This design comes from an exercise in tuning for small area, a short achievable clock period and few clock cycles per item on the open sky130 flow, not from production work.
In this exercise RTL edits were held to simulation tests only and were not proved equivalent to the original.

==> inputs of run a <==
==> flow/design.v <==
module ysyx_041461_DIV(
    input  wire   [0:0]  clk          ,
    input  wire   [0:0]  rst          ,
    input  wire   [0:0]  DIV_valid_in ,
    input  wire   [0:0]  DIV_signed   ,
    input  wire   [0:0]  DIV_divw     ,
    input  wire   [63:0] DIV_dividend ,
    input  wire   [63:0] DIV_divisor  ,
    output reg    [0:0]  DIV_valid_out,
    output wire   [63:0] DIV_quotient ,
    output wire   [63:0] DIV_remainder
);
localparam S_IDLE  = 3'd0;
localparam S_ABS   = 3'd1;
localparam S_LZ    = 3'd2;
localparam S_ALIGN = 3'd3;
localparam S_ITER  = 3'd4;
localparam S_CORR  = 3'd5;
localparam S_FIX   = 3'd6;
localparam S_DONE  = 3'd7;
reg  [2:0]  state;
reg  [64:0] R;       
reg  [63:0] D;       
reg  [63:0] Q;       
reg  [5:0]  cnt;     
reg         rneg;    
reg         dneg;    
reg         qfin;    
reg         w32;     
assign DIV_quotient  = Q;
assign DIV_remainder = R[63:0];
wire        a_sb  = DIV_divw ? DIV_dividend[31] : DIV_dividend[63];
wire        b_sb  = DIV_divw ? DIV_divisor[31]  : DIV_divisor[63];
wire        a_neg = DIV_signed & a_sb;
wire        b_neg = DIV_signed & b_sb;
wire [63:0] a_ext = {DIV_dividend[63:32] & {32{~DIV_divw}}, DIV_dividend[31:0]};
wire [63:0] b_ext = {DIV_divisor[63:32]  & {32{~DIV_divw}}, DIV_divisor[31:0]};
function [2:0] lz4(input [3:0] x);
    lz4 = x[3] ? 3'd0 : x[2] ? 3'd1 : x[1] ? 3'd2 : x[0] ? 3'd3 : 3'd4;
endfunction
function [4:0] lz16(input [15:0] x);
    reg [2:0] a, b, c, d;
    begin
        a = lz4(x[15:12]); b = lz4(x[11:8]); c = lz4(x[7:4]); d = lz4(x[3:0]);
        lz16 = !a[2] ? {3'd0, a[1:0]} : !b[2] ? {3'd1, b[1:0]} :
               !c[2] ? {3'd2, c[1:0]} : !d[2] ? {3'd3, d[1:0]} : 5'd16;
    end
endfunction
function [6:0] lz64(input [63:0] x);
    reg [4:0] a, b, c, d;
    begin
        a = lz16(x[63:48]); b = lz16(x[47:32]); c = lz16(x[31:16]); d = lz16(x[15:0]);
        lz64 = !a[4] ? {3'd0, a[3:0]} : !b[4] ? {3'd1, b[3:0]} :
               !c[4] ? {3'd2, c[3:0]} : !d[4] ? {3'd3, d[3:0]} : 7'd64;
    end
endfunction
function [64:0] add65(input [64:0] a, input [64:0] b, input cin);
    reg [64:0] g, p, G, P;
    integer i, l, j;
    begin
        g = a & b;
        p = a ^ b;
        G = g;
        P = p;
        G[0] = g[0] | (p[0] & cin);
        for (l = 0; l < 7; l = l + 1)
            for (i = 0; i < 65; i = i + 1)
                if ((i >> l) & 1) begin
                    j = ((i >> l) << l) - 1;
                    G[i] = G[i] | (P[i] & G[j]);
                    P[i] = P[i] & P[j];
                end
        add65 = p ^ {G[63:0], cin};
    end
endfunction
wire       need_fix = rneg | dneg;
wire [6:0] lz_r = lz64(R[63:0]);
wire [6:0] lz_d = lz64(D);
wire [5:0] sdiff = lz_d[5:0] - lz_r[5:0];
wire       d_zero = lz_d[6];
wire       s_zero = lz_d == lz_r;
wire       do_lz = (state == S_LZ) | ((state == S_ABS) & ~need_fix);
wire        sub = ~R[64];
wire [64:0] sum = add65(R, {1'b0, D} ^ {65{sub}}, sub);
wire        no_iter = d_zero | sum[64];         
wire [5:0]  step = (cnt[5:4] != 2'd0) ? 6'd16 : (cnt[3:2] != 2'd0) ? 6'd4 :
                   (cnt[1:0] != 2'd0) ? 6'd1 : 6'd0;
wire        al_last = cnt == step;
wire [5:0]  shifted = Q[5:0] + step;
always @(posedge clk or posedge rst) begin
    if (rst) begin
        state         <= S_IDLE;
        DIV_valid_out <= 1'b0;
    end
    else begin
        DIV_valid_out <= 1'b0;
        case (state)
            S_IDLE:  if (DIV_valid_in) state <= S_ABS;
            S_ABS,
            S_LZ:    if (state == S_ABS && need_fix) state <= S_LZ;
                     else if (no_iter) begin
                         state <= rneg ? S_FIX : S_DONE;
                         DIV_valid_out <= ~rneg;
                     end
                     else state <= S_ALIGN;
            S_ALIGN: if (al_last) state <= S_ITER;
            S_ITER:  if (cnt == 6'd0) begin
                         if (sum[64]) state <= S_CORR;
                         else begin
                             state <= need_fix ? S_FIX : S_DONE;
                             DIV_valid_out <= ~need_fix;
                         end
                     end
            S_CORR:  begin
                         state <= need_fix ? S_FIX : S_DONE;
                         DIV_valid_out <= ~need_fix;
                     end
            S_FIX:   begin state <= S_DONE; DIV_valid_out <= 1'b1; end
            default: state <= S_IDLE;
        endcase
    end
end
always @(posedge clk) begin
    case (state)
        S_IDLE: begin
            R    <= {1'b0, a_ext};
            D    <= b_ext;
            rneg <= a_neg;
            dneg <= b_neg;
            w32  <= DIV_divw;
        end
        S_ABS,
        S_LZ: begin
            if (do_lz) begin
                Q    <= {{63{d_zero & ~(rneg ^ dneg)}}, d_zero};
                cnt  <= sdiff;
                qfin <= no_iter;
            end
            else begin
                if (rneg) R <= {1'b0, -{R[63:32] | {32{w32}}, R[31:0]}};
                if (dneg) D <= -{D[63:32] | {32{w32}}, D[31:0]};
            end
        end
        S_ALIGN: begin
            if (step != 6'd0)
                D <= (step == 6'd16) ? {D[47:0], 16'b0} :
                     (step == 6'd4)  ? {D[59:0], 4'b0}  : {D[62:0], 1'b0};
            Q[5:0] <= al_last ? 6'd0 : shifted;
            cnt    <= al_last ? shifted : cnt - step;
        end
        S_ITER: begin
            R   <= sum;
            Q   <= {Q[62:0], ~sum[64]};
            if (cnt != 6'd0) D <= {1'b0, D[63:1]};
            cnt <= cnt - 6'd1;
        end
        S_CORR: begin
            R   <= sum;
        end
        S_FIX: begin
            if (rneg)        R <= {1'b0, -R[63:0]};
            if ((rneg ^ dneg) & ~qfin) Q <= -Q;
        end
        default: ;
    endcase
end
endmodule
==> flow/run.sh <==
#!/bin/bash
# synth_recipe.tcl (not shown) runs the flow's synth.tcl, then flattens the netlist and writes it again
# the make line also repeats each setting of config.mk as NAME=value (left out here)
make -C /OpenROAD-flow-scripts/flow DESIGN_CONFIG=/design/flow/config.mk WORK_HOME=/design/flow/orfs CLKGATE_MAP_FILE= SYNTH_SCRIPT=/design/flow/synth_recipe.tcl finish
==> flow/config.mk <==
export PLATFORM = sky130hd
export DESIGN_NAME = ysyx_041461_DIV
export DESIGN_NICKNAME = ysyx_041461_DIV
export VERILOG_FILES = /design/flow/design.v
export SDC_FILE = /design/flow/constraint.sdc
export NUM_CORES = 4
export LEC_CHECK = 0
export CAP_MARGIN = 60
export CORE_MARGIN = 2
export CORE_UTILIZATION = 70
export PLACE_DENSITY = 0.75
export SETUP_SLACK_MARGIN = 5
export SLEW_MARGIN = 60
==> flow/constraint.sdc <==
create_clock -name core_clock -period 11.0 [get_ports {clk}]
set_input_delay 2.2000 -clock core_clock [delete_from_list [all_inputs] [get_ports {clk}]]
set_output_delay 2.2000 -clock core_clock [all_outputs]
set_load 0.01 [all_outputs]
==> inputs of run b, as changes to run a <==
==> flow/design.v (replaced) <==
module ysyx_041461_DIV(
    input  wire   [0:0]  clk          ,
    input  wire   [0:0]  rst          ,
    input  wire   [0:0]  DIV_valid_in ,
    input  wire   [0:0]  DIV_signed   ,
    input  wire   [0:0]  DIV_divw     ,
    input  wire   [63:0] DIV_dividend ,
    input  wire   [63:0] DIV_divisor  ,
    output reg    [0:0]  DIV_valid_out,
    output wire   [63:0] DIV_quotient ,
    output wire   [63:0] DIV_remainder
);
localparam S_IDLE  = 3'd0;
localparam S_ABS   = 3'd1;
localparam S_LZ    = 3'd2;
localparam S_ALIGN = 3'd3;
localparam S_ITER  = 3'd4;
localparam S_FIX   = 3'd5;
localparam S_DONE  = 3'd6;
reg  [2:0]  state;
reg  [63:0] R;       
reg  [63:0] D;       
reg  [63:0] Q;       
reg  [5:0]  cnt;     
reg  [5:0]  al;      
reg         rneg;    
reg         dneg;    
assign DIV_quotient  = Q;
assign DIV_remainder = R;
wire        a_sb  = DIV_divw ? DIV_dividend[31] : DIV_dividend[63];
wire        b_sb  = DIV_divw ? DIV_divisor[31]  : DIV_divisor[63];
wire        a_neg = DIV_signed & a_sb;
wire        b_neg = DIV_signed & b_sb;
wire [63:0] a_ext = {DIV_divw ? {32{a_neg}} : DIV_dividend[63:32], DIV_dividend[31:0]};
wire [63:0] b_ext = {DIV_divw ? {32{b_neg}} : DIV_divisor[63:32],  DIV_divisor[31:0]};
function [6:0] lzc64(input [63:0] x);
    integer i;
    begin
        lzc64 = 7'd64;
        for (i = 0; i < 64; i = i + 1)
            if (x[i]) lzc64 = 7'd63 - i[6:0];
    end
endfunction
wire [6:0] lz_r = lzc64(R);
wire [6:0] lz_d = lzc64(D);
wire [7:0] sdiff = {1'b0, lz_d} - {1'b0, lz_r};
wire       d_zero = lz_d[6];
wire       no_iter = d_zero | sdiff[7];       
wire [64:0] t = {1'b0, R} - {1'b0, D};
wire        qbit = ~t[64];
wire        need_fix = rneg | (rneg ^ dneg);
wire [5:0]  step = (al[5:4] != 2'd0) ? 6'd16 : (al[3:2] != 2'd0) ? 6'd4 : 6'd1;
wire [5:0]  al_n = al - step;
always @(posedge clk or posedge rst) begin
    if (rst) begin
        state         <= S_IDLE;
        DIV_valid_out <= 1'b0;
    end
    else begin
        DIV_valid_out <= 1'b0;
        case (state)
            S_IDLE:  if (DIV_valid_in) state <= (a_neg | b_neg) ? S_ABS : S_LZ;
            S_ABS:   state <= S_LZ;
            S_LZ:    if (no_iter) begin
                         state <= need_fix ? S_FIX : S_DONE;
                         DIV_valid_out <= ~need_fix;
                     end
                     else state <= (sdiff[5:0] == 6'd0) ? S_ITER : S_ALIGN;
            S_ALIGN: if (al_n == 6'd0) state <= S_ITER;
            S_ITER:  if (cnt == 6'd0) begin
                         state <= need_fix ? S_FIX : S_DONE;
                         DIV_valid_out <= ~need_fix;
                     end
            S_FIX:   begin state <= S_DONE; DIV_valid_out <= 1'b1; end
            default: state <= S_IDLE;
        endcase
    end
end
always @(posedge clk) begin
    case (state)
        S_IDLE: begin
            R    <= a_ext;
            D    <= b_ext;
            rneg <= a_neg;
            dneg <= b_neg;
        end
        S_ABS: begin
            if (rneg) R <= -R;
            if (dneg) D <= -D;
        end
        S_LZ: begin
            Q   <= {64{d_zero}};
            cnt <= sdiff[5:0];
            al  <= sdiff[5:0];
        end
        S_ALIGN: begin
            D  <= (step == 6'd16) ? {D[47:0], 16'b0} :
                  (step == 6'd4)  ? {D[59:0], 4'b0}  : {D[62:0], 1'b0};
            al <= al_n;
        end
        S_ITER: begin
            if (qbit) R <= t[63:0];
            Q   <= {Q[62:0], qbit};
            D   <= {1'b0, D[63:1]};
            cnt <= cnt - 6'd1;
        end
        S_FIX: begin
            if (rneg)        R <= -R;
            if (rneg ^ dneg) Q <= -Q;
        end
        default: ;
    endcase
end
endmodule
--- a/flow/config.mk
+++ b/flow/config.mk
@@ -6,8 +6,8 @@
 export NUM_CORES = 4
 export LEC_CHECK = 0
-export CAP_MARGIN = 60
+export ABC_CLOCK_PERIOD_IN_PS = 3000
+export CAP_MARGIN = 20
 export CORE_MARGIN = 2
-export CORE_UTILIZATION = 70
-export PLACE_DENSITY = 0.75
+export CORE_UTILIZATION = 40
 export SETUP_SLACK_MARGIN = 5
-export SLEW_MARGIN = 60
+export SLEW_MARGIN = 20
==> inputs of run c, as changes to run a <==
--- a/flow/design.v
+++ b/flow/design.v
@@ -84,6 +84,5 @@
 wire [64:0] sum = add65(R, {1'b0, D} ^ {65{sub}}, sub);
 wire        no_iter = d_zero | sum[64];         
-wire [5:0]  step = (cnt[5:4] != 2'd0) ? 6'd16 : (cnt[3:2] != 2'd0) ? 6'd4 :
-                   (cnt[1:0] != 2'd0) ? 6'd1 : 6'd0;
+wire [5:0]  step = (cnt[5:4] != 2'd0) ? 6'd16 : (cnt[3:2] != 2'd0) ? 6'd4 : 6'd1;
 wire        al_last = cnt == step;
 wire [5:0]  shifted = Q[5:0] + step;
@@ -103,5 +102,5 @@
                          DIV_valid_out <= ~rneg;
                      end
-                     else state <= S_ALIGN;
+                     else state <= s_zero ? S_ITER : S_ALIGN;
             S_ALIGN: if (al_last) state <= S_ITER;
             S_ITER:  if (cnt == 6'd0) begin
@@ -143,7 +142,6 @@
         end
         S_ALIGN: begin
-            if (step != 6'd0)
-                D <= (step == 6'd16) ? {D[47:0], 16'b0} :
-                     (step == 6'd4)  ? {D[59:0], 4'b0}  : {D[62:0], 1'b0};
+            D  <= (step == 6'd16) ? {D[47:0], 16'b0} :
+                  (step == 6'd4)  ? {D[59:0], 4'b0}  : {D[62:0], 1'b0};
             Q[5:0] <= al_last ? 6'd0 : shifted;
             cnt    <= al_last ? shifted : cnt - step;
==> out/qor.yml <==
drt:
  wl_met3_um: 9030
  viasPerCell: 7.21
outcome:
  status: "complete, no violations"
cells_and_area:
  final_util_pct: 81.9
  multi_input_area_share_pct: 55.6
synthesis:
  synthArstFlopShare_pct: 1.93
  synth_enable_flop_cells: 203
grt:
  gr-usage-met1_pct: 55.9
the above is filed under run c

==> out/qor.yml <==
outcome:
  status: "complete, no violations"
synthesis:
  ys_seq_area_share_pct: 31.2
  synth_enable_flop_cells: 206
  synthArstFlopShare_pct: 1.90
drt:
  viasPerCell: 6.37
  wl_met3_um: 7620
cells_and_area:
  final_util_pct: 48.3
  multi_input_area_share_pct: 53.1
grt:
  gr-usage-met1_pct: 41.8
the above is filed under run b

==> out/qor.yml <==
synthesis:
  synth-simple-area-share_pct: 22.1
  synth_enable_flop_cells: 203
drt:
  wl_met3_um: 12100
  viasPerCell: 7.54
outcome:
  status: "complete, no violations"
min_path:
  worstHoldStart: "rneg$_DFFE_PP_"
the above is filed under run a

Testbench counts of run a, summed over its fixed seeds: cycles 20,085, items 1,600.
Testbench counts of run b, summed over its fixed seeds: cycles 19,898, items 1,600.
Testbench counts of run c, summed over its fixed seeds: cycles 19,976, items 1,600.
